From an optimization exercise on the open Yosys and OpenROAD flow, aimed at small area and a short achievable clock period; shortcuts taken in it are not production practice. No functional check of the RTL was part of any run shown here.

`design/flow/design.v`:
```
`timescale 1ns / 1ps
module cordic_stage (clk, reset, X_i, Y_i, Z_i, X_O, Y_O, Z_O);
  input clk;
  input reset;
  input  signed [15:0] X_i;
  input  signed [15:0] Y_i;
  input  signed [15:0] Z_i;
  output signed [15:0] X_O;
  output signed [15:0] Y_O;
  output signed [15:0] Z_O;
  function [15:0] addc;
    input [15:0] a;
    input [15:0] b;
    input        inv;
    input        cin;
    reg   [15:0] bb, p, g, gg, pp, gn, pn;
    integer i, d;
    begin
      bb = b ^ {16{inv}};
      p  = a ^ bb;
      g  = a & bb;
      gg = {g[15:1], g[0] | (p[0] & cin)};
      pp = p;
      for (d = 1; d < 16; d = d * 2) begin
        gn = gg; pn = pp;
        for (i = d; i < 16; i = i + 1) begin
          gn[i] = gg[i] | (pp[i] & gg[i-d]);
          pn[i] = pp[i] & pp[i-d];
        end
        gg = gn; pp = pn;
      end
      addc = p ^ {gg[14:0], cin};
    end
  endfunction
  function [4:0] lowpart;
    input [2:0] w;
    input [3:0] k;
    reg   [3:0] lo;
    begin
      lo = {1'b0, w} + {1'b0, k[2:0]};
      lowpart = {lo[3] & ~k[3], ~lo[3] & k[3], lo[2:0]};
    end
  endfunction
  function [15:0] addlow;
    input [15:0] w;
    input [4:0]  lp;
    reg          ones, zeros;
    integer i;
    begin
      addlow[2:0] = lp[2:0];
      ones = 1'b1; zeros = 1'b1;
      for (i = 3; i < 16; i = i + 1) begin
        addlow[i] = w[i] ^ (lp[4] & ones) ^ (lp[3] & zeros);
        ones  = ones & w[i];
        zeros = zeros & ~w[i];
      end
    end
  endfunction
  reg [16*15-1:0] ws;
  reg [16*15-1:0] vs;
  reg [14:0] q;
  reg [14:0] n;
  reg signed [13:0] z1;
  reg signed [13:0] z2;
  reg signed [12:0] z3;
  reg signed [11:0] z4;
  reg signed [10:0] z5;
  reg signed [9:0] z6;
  reg signed [8:0] z7;
  reg signed [7:0] z8;
  reg signed [6:0] z9;
  reg signed [5:0] z10;
  reg signed [4:0] z11;
  reg signed [3:0] z12;
  reg signed [2:0] z13;
  reg signed [1:0] z14;
  reg        z15;
  reg        zo;
  reg [15:0] xo, yo;
  wire qi = Z_i[15] ^ Z_i[14];
  always @(posedge clk) begin
    ws[15:0] <= X_i ^ {16{qi}};
    vs[15:0] <= Y_i ^ {16{Z_i[15]}};
    q[0]     <= qi;
    n[0]     <= Z_i[14];
    z1       <= {~Z_i[13], Z_i[12:0]};
  end
  wire [13:0] dn = n[13:0];
  wire [13:0] dnext;
  assign dnext[0] = z1[13];
  assign dnext[1] = z2[13];
  assign dnext[2] = z3[12];
  assign dnext[3] = z4[11];
  assign dnext[4] = z5[10];
  assign dnext[5] = z6[9];
  assign dnext[6] = z7[8];
  assign dnext[7] = z8[7];
  assign dnext[8] = z9[6];
  assign dnext[9] = z10[5];
  assign dnext[10] = z11[4];
  assign dnext[11] = z12[3];
  assign dnext[12] = z13[2];
  assign dnext[13] = z14[1];
  genvar j;
  generate
    for (j = 0; j < 14; j = j + 1) begin : it
      wire signed [15:0] w = ws[16*j +: 16];
      wire signed [15:0] v = vs[16*j +: 16];
      always @(posedge clk) begin
        ws[16*(j+1) +: 16] <= addc(w, v >>> j, 1'b1, ~dn[j] ^ q[j]);
        vs[16*(j+1) +: 16] <= addc(v, w >>> j, 1'b0, q[j]) ^ {16{dn[j] ^ (j < 13 ? dnext[j] : 1'b0)}};
        n[j+1]             <= dnext[j];
        q[j+1]             <= q[j];
      end
    end
  endgenerate
  always @(posedge clk) begin
    z2  <= z1[13]   ? z1  + 14'sd4836 : z1  - 14'sd4836;
    z3  <= z2[13]   ? z2  + 14'sd2555 : z2  - 14'sd2555;
    z4  <= z3[12]   ? z3  + 13'sd1297 : z3  - 13'sd1297;
    z5  <= z4[11]   ? z4  + 12'sd651  : z4  - 12'sd651;
    z6  <= z5[10]   ? z5  + 11'sd326  : z5  - 11'sd326;
    z7  <= z6[9]    ? z6  + 10'sd163  : z6  - 10'sd163;
    z8  <= z7[8]    ? z7  + 9'sd81   : z7  - 9'sd81;
    z9  <= z8[7]    ? z8  + 8'sd41   : z8  - 8'sd41;
    z10 <= z9[6]    ? z9  + 7'sd20   : z9  - 7'sd20;
    z11 <= z10[5]   ? z10 + 6'sd10   : z10 - 6'sd10;
    z12 <= z11[4]   ? z11 + 5'sd5    : z11 - 5'sd5;
    z13 <= z12[3]   ? z12 + 4'sd3    : z12 - 4'sd3;
    z14 <= z13[2]   ? z13 + 3'sd1    : z13 - 3'sd1;
    z15 <= z14[1]   ? z14 + 2'sd1    : z14 - 2'sd1;
    zo  <= z15;
  end
  wire [15:0] w14 = ws[16*14 +: 16];
  wire [15:0] v14 = vs[16*14 +: 16];
  wire        d14 = n[14];            
  wire        d15 = z15;              
  wire        qf  = q[14];
  function signed [3:0] step14;
    input [1:0] t;
    input       inv;
    input       qq;
    begin
      step14 = ({{2{t[1]}}, t} ^ {4{inv}}) + {3'd0, inv ^ qq};
    end
  endfunction
  function signed [3:0] step15;
    input signed [3:0] s14;
    input              sgn;
    input              inv;
    input              qq;
    begin
      step15 = s14 + ({4{sgn}} ^ {4{inv}}) + {3'd0, inv ^ qq} + {3'd0, qq};
    end
  endfunction
  function [1:0] sign14_tab;
    input [6:0] idx;
    reg   [4:0] r;
    integer n;
    begin
      sign14_tab = 2'b00;
      for (n = 0; n < 128; n = n + 1)
        if (idx == n) begin
          r = lowpart(n[6:4], step14(n[3:2], n[1], n[0]));
          sign14_tab = r[4:3];
        end
    end
  endfunction
  function [4:0] last_tab;
    input [7:0] idx;
    input       sgn;
    integer n;
    begin
      last_tab = 5'd0;
      for (n = 0; n < 256; n = n + 1)
        if (idx == n)
          last_tab = lowpart(n[7:5], step15(step14(n[4:3], n[2], n[0]), sgn, n[1], n[0]));
    end
  endfunction
  function signbit;
    input [15:0] w;
    input [1:0]  id;
    begin
      signbit = w[15] ^ (id[1] & (&w[14:3])) ^ (id[0] & ~(|w[14:3]));
    end
  endfunction
  wire        w15s = signbit(w14, sign14_tab({w14[2:0], v14[15:14], ~d14, qf}));
  wire        v15s = signbit(v14, sign14_tab({v14[2:0], w14[15:14], d14, qf}));
  wire [7:0]  ix   = {w14[2:0], v14[15:14], ~d14, ~d15, qf};
  wire [7:0]  iy   = {v14[2:0], w14[15:14], d14, d15, qf};
  wire [4:0]  lx0  = last_tab(ix, 1'b0);
  wire [4:0]  lx1  = last_tab(ix, 1'b1);
  wire [4:0]  ly0  = last_tab(iy, 1'b0);
  wire [4:0]  ly1  = last_tab(iy, 1'b1);
  always @(posedge clk) begin
    xo <= addlow(w14, v15s ? lx1 : lx0);
    yo <= addlow(v14, w15s ? ly1 : ly0);
  end
  assign X_O = xo;
  assign Y_O = yo;
  assign Z_O = {16{zo}};
endmodule
```
`design/flow/run.sh`:
```
#!/bin/bash
# synth_recipe.tcl (not shown) runs the flow's synth.tcl, then flattens the netlist and writes it again
# the make line also repeats each setting of config.mk as NAME=value (left out here)
make -C /OpenROAD-flow-scripts/flow DESIGN_CONFIG=/design/flow/config.mk WORK_HOME=/design/flow/orfs CLKGATE_MAP_FILE= SYNTH_SCRIPT=/design/flow/synth_recipe.tcl finish
```
`design/flow/config.mk`:
```
export PLATFORM = sky130hd
export DESIGN_NAME = cordic_stage
export DESIGN_NICKNAME = cordic_stage
export VERILOG_FILES = /design/flow/design.v
export SDC_FILE = /design/flow/constraint.sdc
export NUM_CORES = 4
export LEC_CHECK = 0
export CAP_MARGIN = 20
export CORE_MARGIN = 2
export CORE_UTILIZATION = 40
export SLEW_MARGIN = 20
```
`design/flow/constraint.sdc`:
```
create_clock -name core_clock -period 3.65 [get_ports {clk}]
set_input_delay 0.7300 -clock core_clock [delete_from_list [all_inputs] [get_ports {clk}]]
set_output_delay 0.7300 -clock core_clock [all_outputs]
set_load 0.01 [all_outputs]
```
==> results of run 1 <==
[cells by family (layout without fill, tap and decap cells)]
| kind of cell | after synthesis | in the layout | share of synthesized area |
|---|---|---|---|
| adder cells (fa/ha/maj) | 534 | 534 | 0.1608 |
| other | 0 | 1 | 0 |
| XOR/XNOR | 793 | 793 | 0.1555 |
| flip-flops | 662 | 662 | 0.2963 |
| multiplexers | 10 | 10 | 0.002462 |
| AND/OR/NAND/NOR | 1367 | 1367 | 0.1537 |
| AO/OA/AOI/OAI | 1202 | 1202 | 0.1789 |
| buffers and inverters | 591 | 847 | 0.05240 |
[metrics by stage]
step,hold slack (ns)
after detailed placement,0.3135
after global routing,0.3334
after floorplan,0.3096
final,0.3240
after CTS,0.3280
after global placement,0.3128
[final cells by class]
cell class,instances,area [sq um]
inverters,393,1475
flip-flops and latches,662,13270
fillers,10774,59400
well taps,1488,1862
multi-input cells,3906,29300
clock buffers,110,2295
clock inverters,34,494.2
repair buffers,310,2734
diodes,1,2.502
[worst max-delay path, cell delays in order (launching register included)]
cell	delay, ns
dfxtp_1	0.85
nor3b_1	0.26
a211o_1	0.33
a221oi_1	0.27
nor4b_2	0.33
nor3_1	0.15
nor4_1	0.40
o21bai_1	0.25
inv_1	0.11
ha_1	0.20
xnor2_1	0.13
xnor2_1	0.13
[routing by layer]
layer / wire, um / vias to the layer above / track usage
li1: - / 18575 / -
met3: 6579 / 341 / 0.03296
met1: 51250 / 17471 / 0.2495
met5: 0 / - / 0
met4: 6369 / 0 / 0.1017
met2: 63490 / 1129 / 0.3945
[registers in the layout, summed over array words and instances, names as in the netlist, 12 cells and up]
| register | flops |
|---|---|
| n | 15 |
| q | 15 |
| vs | 240 |
| ws | 240 |
| xo | 16 |
| yo | 16 |
| z1 | 14 |
| z2 | 14 |
| z3 | 13 |
| z4 | 12 |
[layout by cell type, fill, tap and decap left out, drive strengths merged, types with 48 or more instances in the layout]
master / n
a21o: 96
a21oi: 352
a31oi: 69
buf: 214
clkbuf: 110
clkdlybuf4s50: 96
dfxtp: 662
fa: 68
ha: 465
inv: 397
nand2: 284
nand3: 158
nor2: 321
nor2b: 69
nor3: 227
o21ai: 172
o21bai: 48
or3: 62
xnor2: 592
xor2: 201
[how the worst max path moves through the flow]
stage                 start      end  slack, ns  cells past startpoint
global route          n[11]  ws[206]       0.01                     12
detailed placement  ws[224]    yo[4]       0.26                     11
global placement    ws[224]    yo[4]       0.25                     11
finish              ws[224]    yo[4]       0.12                     11
CTS                 ws[224]    yo[3]       0.23                     10
floorplan             n[13]  ws[238]       0.09                     14
[timing repair]
item                       4_1_cts  5_1_grt
setup buffers                    0        0
resized for setup                0        2
hold endpoints to repair         0        0
setup endpoints to repair        0        2
==> results.cfg, run 1 <==
[outcome]
status = timing/DRC/antenna clean

[synth]
synthesis.area_sq_um = 44720
yosys_most_used_dff = dfxtp_1
ys_async_sr_fraction = 0
yosysTopAreaCell = dfxtp_1
synth_cell_types = 100
synth-edff-count = 0
syn_inst = 5159
ys_ff_latch = 662
synthesis.nets = 5742
yosys_warnings = 1
syn_avg_cell_area_sq_um = 8.669
synth.most_common_cell = dfxtp_1
synth.area.top_cells = dfxtp_1 30%, ha_1 13%, xnor2_1 12%
yosysTopAreaCellShare = 0.2963
yosysSeqAreaShare = 0.2963
synth_common_cells = 662 x dfxtp_1, 591 x xnor2_1, 465 x ha_1

[grt]
grt_pass1_wl_um = 200400
grt_use_total = 0.2175
antenna_found_initial = 0
grt_max_degree = 66
grt-ovfl-total = 0
grt_pass1_vias = 36761

[drt]
vias_per_cell = 5.434
drtIter0Drc = 2394
vias = 37516
avgRoutedWirePerCell_um = 18.49
drt-pass1-iter-count = 7
drtAntennaViolNets = 0
routed_wl_um = 127700
drt_drc_violations_left = 0

[clocking]
root_buffer = clkbuf_16
cts_hold_buffers = 0
clock-sinks = 662
cts_tree = yes
h-tree-depth = 3
clk_latency_ns = 0.65
clk_path_buf_depth = 3
clk_pin_slew_ns = 0.06
numCtsBuffers = 79

[timing]
slew_headroom = 0.2804
hold_viol = 0
fin_ws_ns = 0.1189
fin_setup_tns_ns = 0
fin_skew_ns = 0.03268
fmax_mhz = 283.2
rsz0062_at_grt = false
layout_min_cycle_time_ns = 3.531
finalSetupViolations = 0
maxSlewViolCount = 0
max_slew.worst_pin.slew_ns = 1.078
fin_crit_sh = 0.9674

[worst_setup_path]
ff2ff_path_depth = 11
r2r_slack_ns = 0.12
start_kind = flop
worstReg2RegStart = ws[224]
crit_fanout = 19
end_kind = flop
crit_arrival_ns = 4.06
r2r-end = yo[4]
worst-endpoint-required_ns = 4.18
path_class = flop to flop

[finish]
area_delta_synth_final_pct = 14.99
fin_util = 0.4640
nets = 5935
post_route_cells_drive_above_1_share = 0.08236
final_area_sq_um = 51430
final_cells = 6904

[floorplan]
fp.dieW_um = 338.4
ioPinCount = 98
num_rows = 122
coreArea_sq_um = 110800
start_util = 0.4035
die_h_um = 338.4
dieArea_sq_um = 114500

[placement]
place_inst = 6758
hpwl_um = 99860
place_congestion = 0.9821
dpl_worst_slack_ns = 0.2611
placed_cell_area_sq_um = 48560
port-buffer-count = 96

[worst_hold_path]
min_from = z5[0]
min_path_cells = 0
hp-class = flop to flop
holdPathEnd = z6[0]

[job]
drv_cap = 0
==> inputs of run 2 (changes only) <==
--- a/design/flow/config.mk
+++ b/design/flow/config.mk
@@ -8,4 +8,5 @@
 export CAP_MARGIN = 20
 export CORE_MARGIN = 2
 export CORE_UTILIZATION = 40
+export SETUP_SLACK_MARGIN = 0.6
 export SLEW_MARGIN = 20
==> run 2 against run 1 <==
Net effect: non-clock buffer count is 36 higher; critical path depth decreased by 2; register-to-register slack better by 0.50 ns; critical endpoint is now yo[12]; highest routed layer unchanged.
==> results.cfg, run 2 <==
[synth]
yosysTopAreaCellShare = 0.2963
synth-compound-area-share = 0.1789
synth.mux.area_fraction = 0.002462
synthesis.nets = 5742
synth-xor-area-share = 0.1555
yosysTopAreaCell = dfxtp_1
yosys_warnings = 1
syn_inst = 5159
synth-edff-count = 0
yosysSeqAreaShare = 0.2963
syn_avg_cell_area_sq_um = 8.669
synth.area.top_cells = dfxtp_1 30%, ha_1 13%, xnor2_1 12%
ys_ff_latch = 662
synth_common_cells = 662 x dfxtp_1, 591 x xnor2_1, 465 x ha_1
synth_top_family_by_area = compound AO/OA/AOI/OAI gates
synth.most_common_cell = dfxtp_1
synthesis.area_sq_um = 44720
synth_fa_ha_area_frac = 0.1608
synth_cell_types = 100
ys_async_sr_fraction = 0
yosys.area_share.simple = 0.1537
yosys_most_used_dff = dfxtp_1

[drt]
routed_wl_um = 129000
vias = 37784
route.met2.wl_um = 63240
drt_drc_violations_left = 0
avgRoutedWirePerCell_um = 18.60
wl_met3_um = 7001
top_layer = met4
drtIter0Drc = 2471
met1Wirelength_um = 51740
vias_per_cell = 5.449
drt-pass1-iter-count = 6
drtAntennaViolNets = 0

[timing]
fin_skew_ns = 0.04711
max_slew.worst_pin.slew_ns = 1.065
fin_setup_tns_ns = 0
rsz0062_at_grt = true
layout_min_cycle_time_ns = 3.036
maxSlewViolCount = 0
fmax_mhz = 329.4
slew_headroom = 0.2896
hold_viol = 0
fin_crit_sh = 0.8317
finalSetupViolations = 0

[worst_setup_path]
critical_path.startpoint = q[14]
r2r_slack_ns = 0.61
worst-endpoint-required_ns = 4.21
crit_fanout = 15
end_kind = flop
start_kind = flop
crit_arrival_ns = 3.60
path_class = flop to flop
ff2ff_path_depth = 9
r2r-end = yo[12]
worstReg2RegStart = q[14]
timing.critical_path.to = yo[12]

[finish]
final_area_sq_um = 52250
reg_top3 = vs: 240 flops, ws: 240 flops
fin_util = 0.4714
diodes = 0
final_cells = 6934
final_cell_mix = 628 x dfxtp_1, 588 x xnor2_1, 465 x ha_1
post_route_cells_drive_above_1_share = 0.1159
final_common_cell = dfxtp_1
n_fill_cell = 10797
area_delta_synth_final_pct = 16.82
nets = 5971

[clocking]
numCtsBuffers = 78
cts_tree = yes
h-tree-depth = 3
clk_path_buf_depth = 3
clock-sinks = 662
clk_pin_slew_ns = 0.06
clk_latency_ns = 0.65
cts_hold_buffers = 0
root_buffer = clkbuf_16

[floorplan]
dieArea_sq_um = 114500
start_util = 0.4035
die_h_um = 338.4
num_rows = 122
fp.dieW_um = 338.4
ioPinCount = 98
coreArea_sq_um = 110800

[grt]
grt_max_degree = 43
grt-ovfl-total = 0
grt_pass1_vias = 37125
grt_pass1_wl_um = 200800
antenna_found_initial = 0
grt_use_total = 0.2175

[placement]
placed_cell_area_sq_um = 48400
place_inst = 6745
port-buffer-count = 96
place_congestion = 1.021
hpwl_um = 99240

[job]
drv_cap = 0

[worst_hold_path]
hp-class = flop to flop

[outcome]
status = timing/DRC/antenna clean
[run 2: cell counts after synthesis]
No cell type changed its count.
[run 2: cell families after synthesis]
logic type | count (synthesis)
AOI/OAI and AO/OA | 1202
xor gates and xnor gates | 793
adders and majority gates | 534
buffers and inverters | 591
DFF | 662
muxes | 10
and+or+nand+nor | 1367
[run 2: worst min path at each step]
stage | startpoint | depth (start not counted) | slack (ns) | to
after floorplan | z14[1] | 0 | 0.31 | n[14]
after global placement | z5[0] | 0 | 0.31 | z6[0]
after detailed placement | z1[0] | 0 | 0.32 | z2[0]
after CTS | z5[0] | 0 | 0.32 | z6[0]
after global routing | z5[0] | 0 | 0.33 | z6[0]
final | z5[0] | 0 | 0.32 | z6[0]
[run 2: stage by stage]
stage                     setup slack, ns  hold WS, ns
after floorplan                    0.6265       0.3096
after global placement             0.3043       0.3143
after detailed placement           0.2825       0.3154
after CTS                          0.5052       0.3241
after global routing               0.5005       0.3316
final                              0.6144       0.3202
[run 2: repair_timing]
item	in CTS	in global routing
cloned	0	2
setup endpoints to repair	58	68
gates resized for setup	55	167
pin swaps	18	83
setup buffers	18	29
[run 2: cell type report]
type,count,area [sq um],share of cell area
multi-input combinational,3907,29930,0.5728
sequential,662,13330,0.2551
timing repair buffer,346,3034,0.05808
clock buffer,106,2187,0.04186
tap,1488,1862,0.03564
inverter,393,1475,0.02824
clock inverter,32,432.9,0.008286
[run 2: metal layers]
| metal | GRT usage | up-vias |
|---|---|---|
| li1 | - | 18636 |
| met1 | 0.2511 | 17583 |
| met2 | 0.3906 | 1175 |
| met3 | 0.03403 | 390 |
| met4 | 0.1037 | 0 |
| met5 | 0 | - |
[run 2: critical path, stage by stage, from the launching register on]
cell and delay [ns]:
dfxtp_4 0.41, nor2_1 0.60, a211oi_2 0.19, o21a_1 0.26, o21a_2 0.27, nor2_4 0.14
buf_6 0.17, mux2_4 0.37, o32ai_1 0.34, xor2_1 0.19
==> inputs of run 3 (changes only) <==
--- a/design/flow/config.mk
+++ b/design/flow/config.mk
@@ -8,5 +8,5 @@
 export CAP_MARGIN = 20
 export CORE_MARGIN = 2
 export CORE_UTILIZATION = 40
-export SETUP_SLACK_MARGIN = 0.6
+export SETUP_SLACK_MARGIN = 1.0
 export SLEW_MARGIN = 20
==> run 3 against run 2 <==
Net effect: setup slack gained 0.067 ns; global-route usage grew 1.0 points; non-clock buffer count grew 259; hold slack gained 0.0062 ns; synthesized cell count is the same; final area grew 8.4%.
==> results.cfg, run 3 <==
[synth]
ys_async_sr_fraction = 0
syn_avg_cell_area_sq_um = 8.669
yosysSeqAreaShare = 0.2963
synth_cell_types = 100
synth.area.top_cells = dfxtp_1 30%, ha_1 13%, xnor2_1 12%
yosysTopAreaCellShare = 0.2963
synth_common_cells = 662 x dfxtp_1, 591 x xnor2_1, 465 x ha_1
syn_inst = 5159
synthesis.nets = 5742
synth.most_common_cell = dfxtp_1
yosys_most_used_dff = dfxtp_1
yosysTopAreaCell = dfxtp_1
ys_ff_latch = 662
synthesis.area_sq_um = 44720
synth-edff-count = 0
yosys_warnings = 1

[drt]
routed_wl_um = 135600
drtIter0Drc = 2476
vias_per_cell = 5.413
avgRoutedWirePerCell_um = 18.82
drt-pass1-iter-count = 6
drt_drc_violations_left = 0
vias = 38988
drtAntennaViolNets = 0

[timing]
rsz0062_at_grt = true
max_slew.worst_pin.slew_ns = 1.138
fin_setup_tns_ns = 0
fmax_mhz = 336.9
fin_skew_ns = 0.05404
hold_viol = 0
slew_headroom = 0.2405
fin_crit_sh = 0.8133
maxSlewViolCount = 0
finalSetupViolations = 0
layout_min_cycle_time_ns = 2.969

[worst_hold_path]
hp-class = flop to flop
min_from = z1[0]

[worst_setup_path]
timing.critical_path.to = xo[4]
critical_path.startpoint = vs[232]
crit_fanout = 5
end_kind = flop
crit_path_top_delay_cell = or3_4
cp_common_cell = or3_4
worstReg2RegStart = vs[232]
crit_arrival_ns = 3.53
cp_top_family = simple AND/OR/NAND/NOR gates
worst-endpoint-required_ns = 4.21
r2r-end = xo[4]
r2r_slack_ns = 0.68
crit_buf_inv = 3
cpPeakStageDelay_ns = 0.38
worst-path-stages = 12
cp_cell_sequence = or3_4 > or3_4 > or3_4 > nor4_4 > xnor2_2 > buf_6 > mux2i_4 > buf_12 > inv_2 > ha_4 > xnor2_2 > xnor2_1
ff2ff_path_depth = 12
start_kind = flop
path_class = flop to flop

[placement]
port-buffer-count = 96
hpwl_um = 100200
placed_cell_area_sq_um = 48810
place_inst = 6775
place_congestion = 1.019

[finish]
n_fill_cell = 10358
post_route_cells_drive_above_1_share = 0.2138
final_cells = 7203
multi_input_area_sq_um = 31610
area_delta_synth_final_pct = 26.68
diodes = 0
final_area_sq_um = 56650
reg_top3 = vs: 240 flops, ws: 240 flops
nets = 6232
final_cell_mix = 595 x dfxtp_1, 580 x xnor2_1, 459 x ha_1
regArea_sq_um = 13430
final_common_cell = dfxtp_1

[grt]
grt-ovfl-total = 0
grt_pass1_vias = 38966
grt_max_degree = 43
antenna_found_initial = 2
grt_use_total = 0.2276
grt_pass1_wl_um = 210100

[floorplan]
num_rows = 122
ioPinCount = 98
start_util = 0.4035
dieArea_sq_um = 114500
die_h_um = 338.4
coreArea_sq_um = 110800
fp.dieW_um = 338.4

[clocking]
cts_hold_buffers = 0
numCtsBuffers = 81
clock-sinks = 662
clk_latency_ns = 0.68
root_buffer = clkbuf_16
h-tree-depth = 3
cts_tree = yes
clk_path_buf_depth = 3
clk_pin_slew_ns = 0.06

[job]
drv_cap = 0

[outcome]
status = timing/DRC/antenna clean
run 3: cell counts after synthesis:
Identical to the previous run, type by type.
run 3: cell families after synthesis:
family                     Yosys count  share of synthesized area
DFF                                662                     0.2963
buffers and inverters              591                    0.05240
and+or+nand+nor                   1367                     0.1537
xor gates and xnor gates           793                     0.1555
adders and majority gates          534                     0.1608
AOI/OAI and AO/OA                 1202                     0.1789
muxes                               10                   0.002462
run 3: layer usage:
| layer | share of wire | track usage | vias to the layer above |
|---|---|---|---|
| li1 | - | - | 19159 |
| met1 | 0.39 | 0.2571 | 18329 |
| met2 | 0.50 | 0.4127 | 1077 |
| met3 | 0.045 | 0.02965 | 419 |
| met4 | 0.060 | 0.1245 | 4 |
| met5 | 0.00057 | 0 | - |
run 3: worst register-to-register path: cells and delay by family, from the launching register on:
family	cells	cell delay [ns]
and+or+nand+nor	4	1.32
xor gates and xnor gates	3	0.42
buffers and inverters	3	0.37
DFF	1	0.33
muxes	1	0.26
adders and majority gates	1	0.16
run 3: stage by stage:
stage | util | setup WS [ns] | hold WS, ns
after floorplan | - | 0.8090 | 0.3096
after global placement | 0.4403 | 0.3694 | 0.3140
after detailed placement | 0.4404 | 0.3056 | 0.3154
after CTS | 0.4910 | 0.6938 | 0.3294
after global routing | 0.5112 | 0.5993 | 0.3328
final | 0.5112 | 0.6814 | 0.3264
run 3: area by class of cell:
cell class	instances	area share
sequential	662	0.2370
timing repair buffer	605	0.09603
clock buffer	115	0.04214
clock inverter	34	0.007884
inverter	393	0.02617
multi-input combinational	3906	0.5579
tap	1488	0.03286
run 3: timing repair:
| action | in CTS | in global routing |
|---|---|---|
| setup endpoints to repair | 121 | 128 |
| buffers inserted | 175 | 100 |
| cloned | 1 | 3 |
| pin swaps | 185 | 264 |
| resized for setup | 385 | 333 |
run 3: worst min-delay path by stage:
stage / to / slack, ns / cells past startpoint
2_1_floorplan: n[14] / 0.31 / 0
3_3_place_gp: z10[0] / 0.31 / 0
3_5_place_dp: z2[0] / 0.32 / 0
4_1_cts: z2[0] / 0.33 / 0
5_1_grt: z2[0] / 0.33 / 0
6_report: z2[0] / 0.33 / 0
==> inputs of run 4 (changes only) <==
--- a/design/flow/config.mk
+++ b/design/flow/config.mk
@@ -8,5 +8,5 @@
 export CAP_MARGIN = 20
 export CORE_MARGIN = 2
 export CORE_UTILIZATION = 40
-export SETUP_SLACK_MARGIN = 1.0
+export SETUP_SLACK_MARGIN = 1.4
 export SLEW_MARGIN = 20
==> run 4 against run 3 <==
Net effect: area after synthesis stayed put; routed wire length is 4.9% higher; final cell count is 2.3% higher; count of clock-buffer cells in the layout is 11 lower; largest cell class unchanged.
==> results.cfg, run 4 <==
[outcome]
status = timing/DRC/antenna clean

[floorplan]
start_util = 0.4035
ioPinCount = 98
coreArea_sq_um = 110800
dieArea_sq_um = 114500
fp.dieW_um = 338.4
num_rows = 122
die_h_um = 338.4

[worst_setup_path]
start_kind = flop
cpPeakStageDelay_ns = 0.38
crit_arrival_ns = 3.54
worst-path-stages = 11
crit_buf_inv = 2
worst-endpoint-required_ns = 4.18
end_kind = flop
ff2ff_path_depth = 11
cp_top_family = simple AND/OR/NAND/NOR gates
cp_common_cell = or3_4
path_class = flop to flop
crit_path_top_delay_cell = or3_4
r2r-end = xo[11]
worstReg2RegStart = vs[232]
r2r_slack_ns = 0.64
crit_fanout = 5
cp_cell_sequence = or3_4 > or3_4 > or3_4 > nor4_4 > xnor2_4 > nor3_4 > buf_6 > nor3_4 > buf_12 > a32o_2 > xor2_1

[job]
drv_cap = 0

[clocking]
clk_latency_ns = 0.66
clk_path_buf_depth = 3
h-tree-depth = 3
cts_hold_buffers = 0
numCtsBuffers = 77
cts_tree = yes
root_buffer = clkbuf_16
clock-sinks = 662
clk_pin_slew_ns = 0.06

[synth]
synthesis.nets = 5742
synth.most_common_cell = dfxtp_1
synth_common_cells = 662 x dfxtp_1, 591 x xnor2_1, 465 x ha_1
syn_inst = 5159
yosys_most_used_dff = dfxtp_1
yosysSeqAreaShare = 0.2963
syn_avg_cell_area_sq_um = 8.669
yosysTopAreaCell = dfxtp_1
synth_cell_types = 100
yosys_warnings = 1
yosysTopAreaCellShare = 0.2963
synth-edff-count = 0
synthesis.area_sq_um = 44720
synth.area.top_cells = dfxtp_1 30%, ha_1 13%, xnor2_1 12%
ys_ff_latch = 662
ys_async_sr_fraction = 0

[finish]
final_cell_mix = 595 x dfxtp_1, 549 x xnor2_1, 471 x buf_4
area_delta_synth_final_pct = 33.37
reg_top3 = vs: 240 flops, ws: 240 flops
regArea_sq_um = 13440
post_route_cells_drive_above_1_share = 0.2729
final_common_cell = dfxtp_1
diodes = 0
multi_input_area_sq_um = 33000
nets = 6406
n_fill_cell = 9876

[drt]
avgRoutedWirePerCell_um = 19.29
drtAntennaViolNets = 0
vias_per_cell = 5.461
vias = 40244
drtIter0Drc = 2645
drt_drc_violations_left = 0
routed_wl_um = 142100
drt-pass1-iter-count = 8

[grt]
grt_pass1_vias = 39912
grt_max_degree = 47
antenna_found_initial = 0
grt_pass1_wl_um = 217100
grt-ovfl-total = 0
grt_use_total = 0.2351

[timing]
maxSlewViolCount = 0
fin_crit_sh = 0.8239
slew_headroom = 0.2520
holdWs_ns = 0.3180
rsz0062_at_grt = true
fmax_mhz = 332.5
hold_viol = 0
layout_min_cycle_time_ns = 3.007
fin_skew_ns = 0.03014
fin_setup_tns_ns = 0
max_slew.worst_pin.slew_ns = 1.121
finalSetupViolations = 0

[worst_hold_path]
hp-class = flop to flop
min_from = z14[1]
min_path_cells = 0
holdPathEnd = n[14]

[placement]
place_congestion = 0.9846
port-buffer-count = 96
hpwl_um = 98940
run 4: timing repair:
| action | in CTS | in global routing |
|---|---|---|
| buffers inserted | 355 | 142 |
| setup endpoints to repair | 250 | 264 |
| pin swaps | 323 | 317 |
| gates resized for setup | 540 | 444 |
| gates cloned | 5 | 3 |
run 4: worst max-delay path by stage:
stage	start	endpoint	slack, ns
detailed placement	vs[227]	xo[11]	0.33
global route	q[14]	xo[14]	0.49
floorplan	vs[232]	xo[4]	0.81
finish	vs[232]	xo[11]	0.64
CTS	vs[232]	xo[11]	0.46
global placement	vs[227]	xo[11]	0.35
run 4: stage by stage:
step	cell area (sq um)	setup slack (ns)	utilization	instances
detailed placement	48860	0.3269	0.4409	6724
finish	59650	0.6429	0.5382	7370
global route	59650	0.4880	0.5382	7370
CTS	56340	0.4578	0.5084	7222
global placement	48840	0.3457	0.4407	6724
floorplan	45740	0.8107	-	5159
run 4: cell type report:
cell class / instances / share of cell area
Clock buffer: 104 / 0.03673
Clock inverter: 34 / 0.007992
Multi-Input combinational cell: 3907 / 0.5532
Tap cell: 1488 / 0.03121
Inverter: 393 / 0.02528
Sequential cell: 662 / 0.2254
Timing Repair Buffer: 782 / 0.1203
run 4: cells by family after synthesis:
family	synth area share
AOI/OAI and AO/OA	0.1789
muxes	0.002462
adders and majority gates	0.1608
buffers and inverters	0.05240
DFF	0.2963
and+or+nand+nor	0.1537
xor gates and xnor gates	0.1555
run 4: routing by layer:
layer	vias up	share of wire	global-route usage	routed length [um]
met2	1282	0.50	0.4219	70550
met1	18973	0.39	0.2687	55410
met5	-	0	0	0
met3	453	0.055	0.03583	7875
li1	19536	-	-	-
met4	0	0.058	0.1216	8293
==> inputs of run 5 (changes only) <==
--- a/design/flow/config.mk
+++ b/design/flow/config.mk
@@ -7,6 +7,6 @@
 export LEC_CHECK = 0
 export CAP_MARGIN = 20
 export CORE_MARGIN = 2
-export CORE_UTILIZATION = 40
-export SETUP_SLACK_MARGIN = 1.4
+export CORE_UTILIZATION = 65
+export PLACE_DENSITY = 0.8
 export SLEW_MARGIN = 20
==> run 5 against run 4 <==
Net effect: routed wire length is 2.8% lower; fmax fell by 13%; sequential cell count unchanged; area after synthesis did not move; hold slack improved by 0.0081 ns; largest cell class unchanged; highest routed layer unchanged; still clean on timing, DRC and antenna.
==> results.cfg, run 5 <==
[drt]
drtIter0Drc = 3470
avgRoutedWirePerCell_um = 22.04
vias = 39708
vias_per_cell = 6.338
drt-pass1-iter-count = 6
routed_wl_um = 138100
drtAntennaViolNets = 0
drt_drc_violations_left = 0

[floorplan]
die_h_um = 266.3
fp.dieW_um = 266.3
dieArea_sq_um = 70920
ioPinCount = 98
coreArea_sq_um = 68350
start_util = 0.6543
num_rows = 96

[finish]
nets = 5906
post_route_cells_drive_above_1_share = 0.07841
n_fill_cell = 4710
area_delta_synth_final_pct = 12.72
final_common_cell = dfxtp_1
reg_top3 = vs: 240 flops, ws: 240 flops
final_cell_mix = 655 x dfxtp_1, 590 x xnor2_1, 465 x ha_1
final_area_sq_um = 50410

[clocking]
root_buffer = clkbuf_16
clk_pin_slew_ns = 0.06
clock-sinks = 662
cts_tree = yes
cts_hold_buffers = 0
h-tree-depth = 3
clk_latency_ns = 0.64
numCtsBuffers = 71
clk_path_buf_depth = 3

[placement]
port-buffer-count = 96
place_congestion = 1.011
placed_cell_area_sq_um = 47660
hpwl_um = 100600

[synth]
syn_avg_cell_area_sq_um = 8.669
yosys_most_used_dff = dfxtp_1
synth_common_cells = 662 x dfxtp_1, 591 x xnor2_1, 465 x ha_1
synth.area.top_cells = dfxtp_1 30%, ha_1 13%, xnor2_1 12%
yosys_warnings = 1
ys_async_sr_fraction = 0
synthesis.area_sq_um = 44720
yosysSeqAreaShare = 0.2963
yosysTopAreaCellShare = 0.2963
yosysTopAreaCell = dfxtp_1
synth_cell_types = 100
synthesis.nets = 5742
synth-edff-count = 0
synth.most_common_cell = dfxtp_1
ys_ff_latch = 662
syn_inst = 5159

[grt]
grt_use_total = 0.3824
antenna_found_initial = 0
grt_pass1_wl_um = 215300
grt_max_degree = 48
grt-ovfl-total = 0
grt_pass1_vias = 40103

[job]
drv_cap = 0

[worst_setup_path]
start_kind = flop
crit_fanout = 3
worstReg2RegStart = q[10]
path_class = flop to flop
crit_arrival_ns = 3.97
critical_path.startpoint = q[10]
end_kind = flop
worst-endpoint-required_ns = 4.18

[worst_hold_path]
hp-class = flop to flop
min_from = z14[1]

[timing]
fin_crit_sh = 0.9416
max_slew.worst_pin.slew_ns = 1.097
finalSetupViolations = 0
maxSlewViolCount = 0
rsz0062_at_grt = false
hold_viol = 0
layout_min_cycle_time_ns = 3.437
fin_skew_ns = 0.05498
fin_setup_tns_ns = 0
slew_headroom = 0.2678
fmax_mhz = 291.0

[outcome]
status = timing/DRC/antenna clean
run 5: final cells by class:
| type | count | area [sq um] | area share |
|---|---|---|---|
| timing repair buffer | 289 | 2572 | 0.05103 |
| clock inverter | 41 | 673.1 | 0.01335 |
| clock buffer | 91 | 1962 | 0.03892 |
| inverter | 393 | 1475 | 0.02926 |
| sequential | 662 | 13270 | 0.2632 |
| multi-input combinational | 3906 | 29360 | 0.5823 |
| tap | 882 | 1104 | 0.02189 |
| antenna | 1 | 2.502 | 0.00004964 |
run 5: kinds of logic after synthesis:
kind of cell,synth area share
buffers and inverters,0.05240
multiplexers,0.002462
XOR/XNOR,0.1555
adder cells (fa/ha/maj),0.1608
AND/OR/NAND/NOR,0.1537
flip-flops,0.2963
AO/OA/AOI/OAI,0.1789
run 5: per-layer routing:
metal  part of all wire  wire, um  vias to the layer above  track usage
li1                   -         -                    18511            -
met3              0.068      9350                      684      0.06802
met4              0.084     11580                        0       0.2811
met2               0.49     66990                     1837       0.6783
met1               0.36     50190                    18676       0.4068
met5                  0         0                        -            0
run 5: path summary, 6_finish.rpt:
| kind | to | slack, ns | cells after the start |
|---|---|---|---|
| setup / recovery | ws[190] | 0.21 | 12 |
| hold / removal | n[14] | 0.33 | 0 |
| setup reg to reg | ws[190] | 0.21 | 12 |
| hold reg to reg | n[14] | 0.33 | 0 |
run 5: per-stage QoR:
| stage | cells | setup WS, ns | hold slack, ns | utilization |
|---|---|---|---|---|
| after floorplan | 5159 | 0.08723 | 0.3096 | - |
| after global placement | 6132 | 0.3314 | 0.3096 | 0.6972 |
| after detailed placement | 6132 | 0.2824 | 0.3121 | 0.6973 |
| after CTS | 6264 | 0.1895 | 0.3259 | 0.7359 |
| after global routing | 6264 | 0.02997 | 0.3326 | 0.7376 |
| final | 6265 | 0.2131 | 0.3262 | 0.7376 |
run 5: repair_timing:
item / CTS / global route
endpoints found under the setup margin: 0 / 7
gates resized for setup: 0 / 8
buffers inserted: 0 / 0
run 5: worst max-delay path, cell delays in order, from the launching register on:
cell,delay [ns]
dfxtp_1,0.45
xor2_1,0.13
fa_1,0.43
fa_1,0.44
nor2b_1,0.13
o21ai_0,0.14
a21boi_0,0.39
o211ai_1,0.18
a21oi_1,0.26
nor3_1,0.11
o41ai_1,0.38
a21oi_1,0.15
xnor2_1,0.14
==> inputs of run 6 (changes only) <==
--- a/design/flow/design.v
+++ b/design/flow/design.v
@@ -8,30 +8,6 @@
   output signed [15:0] X_O;
   output signed [15:0] Y_O;
   output signed [15:0] Z_O;
-  function [15:0] addc;
-    input [15:0] a;
-    input [15:0] b;
-    input        inv;
-    input        cin;
-    reg   [15:0] bb, p, g, gg, pp, gn, pn;
-    integer i, d;
-    begin
-      bb = b ^ {16{inv}};
-      p  = a ^ bb;
-      g  = a & bb;
-      gg = {g[15:1], g[0] | (p[0] & cin)};
-      pp = p;
-      for (d = 1; d < 16; d = d * 2) begin
-        gn = gg; pn = pp;
-        for (i = d; i < 16; i = i + 1) begin
-          gn[i] = gg[i] | (pp[i] & gg[i-d]);
-          pn[i] = pp[i] & pp[i-d];
-        end
-        gg = gn; pp = pn;
-      end
-      addc = p ^ {gg[14:0], cin};
-    end
-  endfunction
   function [4:0] lowpart;
     input [2:0] w;
     input [3:0] k;
@@ -106,9 +82,13 @@
     for (j = 0; j < 14; j = j + 1) begin : it
       wire signed [15:0] w = ws[16*j +: 16];
       wire signed [15:0] v = vs[16*j +: 16];
+      wire [15:0] wn, vn;
+      cordic_xstep #(.J(j)) xs (.w(w), .v(v), .cin(~dn[j] ^ q[j]), .o(wn));
+      cordic_ystep #(.J(j)) ys (.v(v), .w(w), .cin(q[j]),
+                                .flip(dn[j] ^ (j < 13 ? dnext[j] : 1'b0)), .o(vn));
       always @(posedge clk) begin
-        ws[16*(j+1) +: 16] <= addc(w, v >>> j, 1'b1, ~dn[j] ^ q[j]);
-        vs[16*(j+1) +: 16] <= addc(v, w >>> j, 1'b0, q[j]) ^ {16{dn[j] ^ (j < 13 ? dnext[j] : 1'b0)}};
+        ws[16*(j+1) +: 16] <= wn;
+        vs[16*(j+1) +: 16] <= vn;
         n[j+1]             <= dnext[j];
         q[j+1]             <= q[j];
       end
@@ -200,3 +180,68 @@
   assign Y_O = yo;
   assign Z_O = {16{zo}};
 endmodule
+module cordic_xstep (w, v, cin, o);
+  parameter J = 0;
+  input  [15:0] w;
+  input  [15:0] v;
+  input         cin;
+  output [15:0] o;
+  function [15:0] addc;
+    input [15:0] a;
+    input [15:0] b;
+    input        inv;
+    input        cin;
+    reg   [15:0] bb, p, g, gg, pp, gn, pn;
+    integer i, d;
+    begin
+      bb = b ^ {16{inv}};
+      p  = a ^ bb;
+      g  = a & bb;
+      gg = {g[15:1], g[0] | (p[0] & cin)};
+      pp = p;
+      for (d = 1; d < 16; d = d * 2) begin
+        gn = gg; pn = pp;
+        for (i = d; i < 16; i = i + 1) begin
+          gn[i] = gg[i] | (pp[i] & gg[i-d]);
+          pn[i] = pp[i] & pp[i-d];
+        end
+        gg = gn; pp = pn;
+      end
+      addc = p ^ {gg[14:0], cin};
+    end
+  endfunction
+  assign o = addc(w, $signed(v) >>> J, 1'b1, cin);
+endmodule
+module cordic_ystep (v, w, cin, flip, o);
+  parameter J = 0;
+  input  [15:0] v;
+  input  [15:0] w;
+  input         cin;
+  input         flip;
+  output [15:0] o;
+  function [15:0] addc;
+    input [15:0] a;
+    input [15:0] b;
+    input        inv;
+    input        cin;
+    reg   [15:0] bb, p, g, gg, pp, gn, pn;
+    integer i, d;
+    begin
+      bb = b ^ {16{inv}};
+      p  = a ^ bb;
+      g  = a & bb;
+      gg = {g[15:1], g[0] | (p[0] & cin)};
+      pp = p;
+      for (d = 1; d < 16; d = d * 2) begin
+        gn = gg; pn = pp;
+        for (i = d; i < 16; i = i + 1) begin
+          gn[i] = gg[i] | (pp[i] & gg[i-d]);
+          pn[i] = pp[i] & pp[i-d];
+        end
+        gg = gn; pp = pn;
+      end
+      addc = p ^ {gg[14:0], cin};
+    end
+  endfunction
+  assign o = addc(v, $signed(w) >>> J, 1'b0, cin) ^ {16{flip}};
+endmodule
--- a/design/flow/config.mk
+++ b/design/flow/config.mk
@@ -7,6 +7,7 @@
 export LEC_CHECK = 0
 export CAP_MARGIN = 20
 export CORE_MARGIN = 2
-export CORE_UTILIZATION = 65
-export PLACE_DENSITY = 0.8
+export CORE_UTILIZATION = 40
 export SLEW_MARGIN = 20
+export SYNTH_HIERARCHICAL = 1
+export SYNTH_MINIMUM_KEEP_SIZE = 0
==> run 6 against run 5 <==
Net effect: the layout now fails its checks (setup timing); synthesized cell count grew 11%; global-route usage shrank 15 points; non-clock buffer count unchanged; critical endpoint is now xo[2].
==> results.cfg, run 6 <==
[synth]
synth_common_cells = 662 x dfxtp_1, 475 x xnor2_1, 465 x ha_1
yosys_most_used_dff = dfxtp_1
yosys_warnings = 35
synth.area.top_cells = dfxtp_1 27%, ha_1 12%, xnor2_1 8.5%
synth_top_family_by_area = compound AO/OA/AOI/OAI gates
syn_inst = 5721
syn_avg_cell_area_sq_um = 8.602
yosysSeqAreaShare = 0.2693
yosys.area_share.simple = 0.1638
synth_fa_ha_area_frac = 0.1461
synth.mux.area_fraction = 0.004220
ys_async_sr_fraction = 0
synth-xor-area-share = 0.1342
yosysTopAreaCellShare = 0.2693
synth_cell_types = 123
yosysTopAreaCell = dfxtp_1
synth.most_common_cell = dfxtp_1
synth-edff-count = 0
synth-compound-area-share = 0.2332
synthesis.area_sq_um = 49210
ys_ff_latch = 662
synthesis.nets = 6304

[clocking]
clk_pin_slew_ns = 0.08
cts_tree = yes
root_buffer = clkbuf_16
clock-sinks = 662
clk_latency_ns = 0.69
clk_path_buf_depth = 3
h-tree-depth = 3
numCtsBuffers = 80

[worst_setup_path]
cp_cell_sequence = or2_2 > nor3_1 > o21ai_0 > nand3_1 > a2111oi_1 > buf_4 > o2111ai_1 > nor4_1 > buf_4 > o221a_2 > a31oi_1
worstReg2RegStart = vs[239]
ff2ff_path_depth = 11
crit_arrival_ns = 4.21
cp_common_cell = buf_4
r2r-end = xo[2]
crit_path_top_delay_cell = dfxtp_2
end_kind = flop
start_kind = flop
r2r_slack_ns = -0.01
cpPeakStageDelay_ns = 0.75
worst-endpoint-required_ns = 4.19
cp_top_family = compound AO/OA/AOI/OAI gates
path_class = flop to flop
crit_buf_inv = 2
crit_fanout = 30

[timing]
fin_crit_sh = 1.004
layout_min_cycle_time_ns = 3.664
max_slew.worst_pin.slew_ns = 0.8741
fin_ws_ns = -0.01425
slew_headroom = 0.4158
maxSlewViolCount = 0
finalSetupViolations = 1
rsz0062_at_grt = false
fin_setup_tns_ns = -0.01425
fmax_mhz = 272.9
hold_viol = 0
fin_skew_ns = 0.03649

[finish]
regArea_sq_um = 13270
nets = 6426
n_fill_cell = 11907
multi_input_area_sq_um = 33640
reg_top3 = vs: 240 flops, ws: 240 flops
final_cells = 7532
post_route_cells_drive_above_1_share = 0.09329
area_delta_synth_final_pct = 13.40
fin_util = 0.4579
final_common_cell = dfxtp_1
final_cell_mix = 653 x dfxtp_1, 474 x xnor2_1, 465 x ha_1

[floorplan]
start_util = 0.4038
ioPinCount = 98
fp.dieW_um = 354.8
dieArea_sq_um = 125900
die_h_um = 354.8
num_rows = 128
coreArea_sq_um = 121900

[outcome]
status = complete, but fails checks
so.violations = setup timing

[worst_hold_path]
holdPathEnd = z2[0]
min_from = z1[0]
min_path_cells = 0
hp-class = flop to flop

[drt]
avgRoutedWirePerCell_um = 19.67
vias = 42840
drt_drc_violations_left = 0
drtIter0Drc = 3580
routed_wl_um = 148100
drt-pass1-iter-count = 6
drtAntennaViolNets = 0
vias_per_cell = 5.688

[grt]
antenna_found_initial = 2
grt_pass1_vias = 41800
grt-ovfl-total = 0
grt_max_degree = 65
grt_pass1_wl_um = 234500
grt_use_total = 0.2315

[placement]
port-buffer-count = 96
hpwl_um = 114700
place_congestion = 0.9787
place_inst = 7386

[job]
drv_cap = 0
[run 6: worst reg2reg max path: cells and delay by family (launching register included)]
kind	cells	cell delay, ns
flip-flops	1	0.75
buffers and inverters	2	0.39
AO/OA/AOI/OAI	5	1.54
AND/OR/NAND/NOR	4	0.84
[run 6: how the worst max path moves through the flow]
stage | startpoint | end | slack, ns | cells after the start
after floorplan | vs[230] | xo[13] | 0.54 | 10
after global placement | vs[239] | xo[2] | 0.004 | 11
after detailed placement | vs[239] | xo[2] | 0.06 | 11
after CTS | vs[239] | xo[2] | 0.06 | 11
after global routing | vs[239] | yo[4] | 0.01 | 10
final | vs[239] | xo[2] | -0.01 | 11
[run 6: timing repair]
action,CTS,global route
setup buffers,0,0
hold buffers,0,0
endpoints found under the setup margin,0,14
gates resized for setup,0,3
[run 6: layout make-up]
class / count / area share
antenna: 1 / 0.00004484
clock buffer: 108 / 0.04123
clock inverter: 37 / 0.01233
inverter: 351 / 0.02361
multi-input combinational: 4459 / 0.6029
sequential: 662 / 0.2379
tap: 1625 / 0.03643
timing repair buffer: 289 / 0.04565
[run 6: stage by stage]
stage	cell area [sq um]	worst slack [ns]	hold WS [ns]
floorplan	49210	0.5370	0.3096
global placement	52810	0.003691	0.3119
detailed placement	52810	0.06323	0.3150
CTS	55800	0.05990	0.3291
global route	55800	0.01030	0.3356
finish	55810	-0.01425	0.3277
[run 6: logic make-up (layout without fill, tap and decap cells)]
logic type / after synthesis / in the layout
buffers and inverters: 600 / 785
AND/OR/NAND/NOR: 1520 / 1520
other: 0 / 1
AO/OA/AOI/OAI: 1631 / 1631
flip-flops: 662 / 662
adder cells (fa/ha/maj): 534 / 534
multiplexers: 20 / 20
XOR/XNOR: 754 / 754
[run 6: routing by layer]
metal / part of all wire / routed length, um / vias to the layer above / global-route usage
met5: 0.00017 / 25 / - / 0
met4: 0.043 / 6354 / 4 / 0.09186
met3: 0.061 / 9088 / 382 / 0.03923
met2: 0.47 / 69130 / 1428 / 0.3902
met1: 0.43 / 63530 / 20066 / 0.2933
li1: - / - / 20960 / -

## re-timing with driven ports
No port has a modelled driver above. Below, the same layouts with a new extraction and two added sets of constraints.
Step 1: set_driving_cell puts a clkbuf_16 on clk and a buf_2 on each other input, an assumption about the parent block.
Step 2, shift: input delay + t, output delay - t, t = (earliest + latest rising clock arrival at the registers) / 2. This alone moves slack from input paths to output paths.
Three values: ideal, step 1, step 2; two values: the first two.
run	t, ns	setup WS [ns]	worst setup path after step 2	latest minus earliest clock arrival (ns)	worst slew at a driven data input, ns
run 1	0.700	0.119 / 0.119 / 0.119	register to register	0.038 / 0.037	0.05
run 2	0.695	0.614 / 0.614 / 0.614	register to register	0.051 / 0.051	0.05
run 3	0.720	0.681 / 0.681 / 0.681	register to register	0.060 / 0.060	0.05
run 4	0.711	0.643 / 0.643 / 0.643	register to register	0.032 / 0.032	0.05
run 5	0.688	0.213 / 0.213 / 0.213	register to register	0.064 / 0.063	0.06
run 6	0.744	-0.014 / -0.014 / -0.014	register to register	0.039 / 0.039	0.07
